Source: an optimization exercise on an open RTL-to-GDS flow (aim: small area). Production flows keep margins and buffers that such runs may drop.
In this exercise RTL edits were held to simulation tests only and were not proved equivalent to the original.
Power and IR drop assume default switching activity.

## P
==> flow/design.v (excerpt) <==
module top_fan(
    input clk, reset_p,
    input [5:0] btn, input [1:0] sw,
    input adc_eoc, input [6:0] adc_do,
    input dht11_in, output dht11_drive,
    input echo, output trig,
    output motor_pwm, output led_pwm, output servo_pwm,
    output [13:0] led,
    output buzz,
    output [3:0] an, output [6:0] seg
    );
Size in the first run: ~1,200 cells after synthesis, roughly 220 flip-flops, about 10,000 um2 of cells after synthesis.
==> flow/config.mk <==
export PLATFORM = sky130hd
export DESIGN_NAME = top_fan
export DESIGN_NICKNAME = top_fan
export VERILOG_FILES = /design/flow/design.v
export SDC_FILE = /design/flow/constraint.sdc
export NUM_CORES = 4
export LEC_CHECK = 0
export CAP_MARGIN = 20
export CORE_MARGIN = 2
export CORE_UTILIZATION = 40
export SLEW_MARGIN = 20
==> flow/constraint.sdc <==
create_clock -name core_clock -period 10.0 [get_ports {clk}]
set_input_delay 2.0000 -clock core_clock [delete_from_list [all_inputs] [get_ports {clk}]]
set_output_delay 2.0000 -clock core_clock [all_outputs]
set_load 0.01 [all_outputs]
standard.sh (not shown) runs the stock make flow with config.mk's settings and CLKGATE_MAP_FILE= SYNTH_SCRIPT=/design/flow/synth_recipe.tcl, a recipe that flattens the netlist after the stock synthesis.
==> flow/flow/run.sh <==
#!/bin/bash
# Layout flow: the standard flow (standard.sh) with these changes:
#  - synthesis: the standard flow's own script (synth_recipe.tcl) with the ABC mapping
#    script swapped for an area-oriented one (flow/abc_area.script) and no
#    separate adder mapping, so ABC maps the adders with the rest of the logic;
#    the registers are the standard synthesis's;
#  - port buffers: sky130_fd_sc_hd__buf_1 on every input and output port;
#  - clock tree: smaller clock buffers, no dummy loads;
#  - higher core utilization.
# Each tool's output is in orfs/logs/ (ORFS) and flow_make.log.
set -euo pipefail
here=$(pwd)
{
  cat <<'EOT'
proc abc {args} {
  set i [lsearch -exact $args -script]
  if {$i >= 0} { lset args [expr {$i+1}] $::env(AREA_ABC_SCRIPT) }
  yosys abc {*}$args
}
EOT
  cat "$here/synth_recipe.tcl"
} > "$here/area_synth.tcl"
export AREA_ABC_SCRIPT="$here/flow/abc_area.script"
bash standard.sh \
  SYNTH_SCRIPT="$here/area_synth.tcl" \
  ADDER_MAP_FILE= \
  CORE_UTILIZATION=65 BUFFER_PORTS_ARGS='-buffer_cell sky130_fd_sc_hd__buf_1' CTS_ARGS='-sink_clustering_enable -repair_clock_nets -dont_use_dummy_load -buf_list sky130_fd_sc_hd__clkbuf_4 -sink_clustering_size 9 -sink_clustering_max_diameter 40' \
  finish > "$here/flow_make.log" 2>&1
==> flow/flow/abc_area.script <==
strash
ifraig
dc2
dch -f
amap -m -F 10 -A 20
strash
dc2
dch -f
amap -m -F 10 -A 20
strash
dc2
dch -f
amap -m -F 10 -A 20
topo
Changes in Q relative to P:
--- a/flow/design.v
+++ b/flow/design.v
@@ -7,30 +7,32 @@
     input echo, output trig,
     output motor_pwm, output led_pwm, output servo_pwm,
     output [13:0] led,
     output buzz,
     output [3:0] an, output [6:0] seg
     );
     reg [11:0] t;        
-    reg [6:0]  v;        
+    reg [4:0]  v;        
+    reg [2:0]  w;        
     reg        s66;      
     always @(posedge clk, posedge reset_p) begin
         if(reset_p) begin
-            t <= 0; v <= 0; s66 <= 0;
+            t <= 0; v <= 0; w <= 0; s66 <= 0;
         end
         else begin
             t <= t + 1'b1;
-            v <= (v == 7'd124) ? 7'd0 : v + 1'b1;
+            v <= (v == 5'd24) ? 5'd0 : v + 1'b1;
+            if(v == 5'd24) w <= (w == 3'd4) ? 3'd0 : w + 1'b1;
             if(t[6:0] == 7'd65) s66 <= 1'b1;
         end
     end
     wire started = s66 | (|t[6:0]);                       
-    wire v25 = (v == 7'd0) | (v == 7'd25) | (v == 7'd50) | (v == 7'd75) | (v == 7'd100);
+    wire v25 = (v == 5'd0);
     wire tick100  = started & (t[1:0] == 2'd0) & v25;      
-    wire tick2000 = (t[3:0] == 4'd0) & (v == 7'd0);        
+    wire tick2000 = (t[3:0] == 4'd0) & (v == 5'd0) & (w == 3'd0);        
     wire tick4    = (t[1:0] == 2'd0);
     wire tick8    = (t[2:0] == 3'd0);
     wire mode_clk = (t[6:0] == 7'd65);                     
     wire mode_ph  = (t[6:0] == 7'd66);                     
     wire sw_clk   = (t[5:0] == 6'd33);                     
     reg [3:0] bs;        
     reg [3:0] bn;        
@@ -249,29 +251,32 @@
     end
     wire [3:0] tlo = tcap[3:0], thi = tcap[7:4];
     wire [7:0] tadj = {(thi > 4'd4) ? thi + 4'd3 : thi, (tlo > 4'd4) ? tlo + 4'd3 : tlo};
     always @(posedge clk) begin
         if(ds != S_READ) dcnt <= 0;
         else if(bit_in) dcnt <= dcnt + 1'b1;
     end
-    wire [7:0] acc0 = (dcnt == 6'd0) ? 8'd0 : acc;
+    wire [7:0] acc0 = acc;
     wire [2:0] q = dcnt[2:0];
     wire [6:0] g;
     assign g[0] = acc0[7] & dbit & (q > 3'd0);
     genvar gi;
     generate for (gi = 1; gi < 7; gi = gi + 1) begin : cchain
         assign g[gi] = g[gi-1] & acc0[gi-1] & (q > gi);
     end endgenerate
     wire [7:0] acc_add = {acc0[7] ^ dbit, acc0[6:0] ^ g};
     wire bit_in = (ds == S_READ) & rs & d_nedge;
     always @(posedge clk) begin
+        if(ds != S_READ) acc <= 0;
+        else if(bit_in & ~dcnt[5]) acc <= {acc_add[6:0], acc_add[7]};
+        else if(bit_in) acc <= {acc[6:0], acc[7]};
+    end
+    always @(posedge clk) begin
         if(bit_in) begin
-            if(dcnt[5] == 1'b0) acc <= {acc_add[6:0], acc_add[7]};
-            else begin
-                acc <= {acc[6:0], acc[7]};
+            if(dcnt[5] == 1'b1) begin
                 if(dcnt[2:0] == 3'd0) ok <= (dbit == acc[7]);
                 else ok <= ok & (dbit == acc[7]);
             end
             if(dcnt[5:3] == 3'd2) begin
                 if(dcnt[2:0] == 3'd0) begin
                     tcap <= {7'd0, dbit};
                     tcap_h <= 0;
@@ -321,26 +326,29 @@
             4'd9 : seg_r = 7'b001_0000;
             default : seg_r = 7'b111_1111;
         endcase
     end
     assign seg = seg_r;
     wire [2:0] lv = is_d ? lv_d : is_a ? lv_a : lv_n;
     wire on80 = p & ~(is_a & a_low);         
+    wire [3:0] pm = (pc < 8'd80) ? 4'd0 : (pc < 8'd105) ? 4'd1 : (pc < 8'd130) ? 4'd2 :
+                    (pc < 8'd155) ? 4'd3 : (pc < 8'd180) ? 4'd4 : (pc < 8'd205) ? 4'd5 :
+                    (pc < 8'd230) ? 4'd6 : (pc < 8'd255) ? 4'd7 : 4'd8;
     wire [7:0] below = {pc != 8'd255, pc < 8'd230, pc < 8'd205, pc < 8'd180,
                         pc < 8'd155, pc < 8'd130, pc < 8'd105, pc < 8'd80};
     wire [7:0] pc = t[9:2];
     reg pwm_d, pwm_a, pwm_n;
     always @(posedge clk, posedge reset_p) begin
         if(reset_p) begin
             pwm_d <= 0; pwm_a <= 0; pwm_n <= 0;
         end
         else if(tick4) begin
-            pwm_d <= p & below[lv_d];
-            pwm_n <= p & below[lv_n];
-            pwm_a <= p & is_a & (a_low ? (pc == 8'd0) : below[lv_a]);
+            pwm_d <= p & ({1'b0, lv_d} >= pm);
+            pwm_n <= p & ({1'b0, lv_n} >= pm);
+            pwm_a <= p & is_a & (a_low ? (pc == 8'd0) : ({1'b0, lv_a} >= pm));
         end
     end
     wire pwm = is_d ? pwm_d : is_a ? pwm_a : pwm_n;
     reg [14:0] us_c;
     reg us_calc, far;
     reg en_m, en_s;
     always @(negedge clk) begin
[summary]
- Q | stages: all done | timing, DRC, antenna: all pass
- Compared with P, in Q area of combinational cells with multiple inputs now larger, height of the chip ~0 delta.
- Diff P and Q: wire length reported by the detailed router lower in Q
- Taking P as the reference point, the total of flip-flops plus latches after synthesis of Q rises by 0.45%.
- Number of flops mapped to enable cells by yosys (Q over P): decrease, 8
- STATUS total power: Q loses against P
- Final sequential cell count went up slightly going from P to Q.
- Relative to P, global-route met1 utilization decreased by 1.6 points in Q.
- Compared with P, Q shows a higher combinational group share of total power.
- Of P and Q, the lower post-layout worst setup margin belongs to Q.
- Of the two values seen for critical path startpoint, t[0] was produced by P and t[1] by Q.
- In the metrics for P and Q, the one carrying the lower fraction of area in registers is Q.
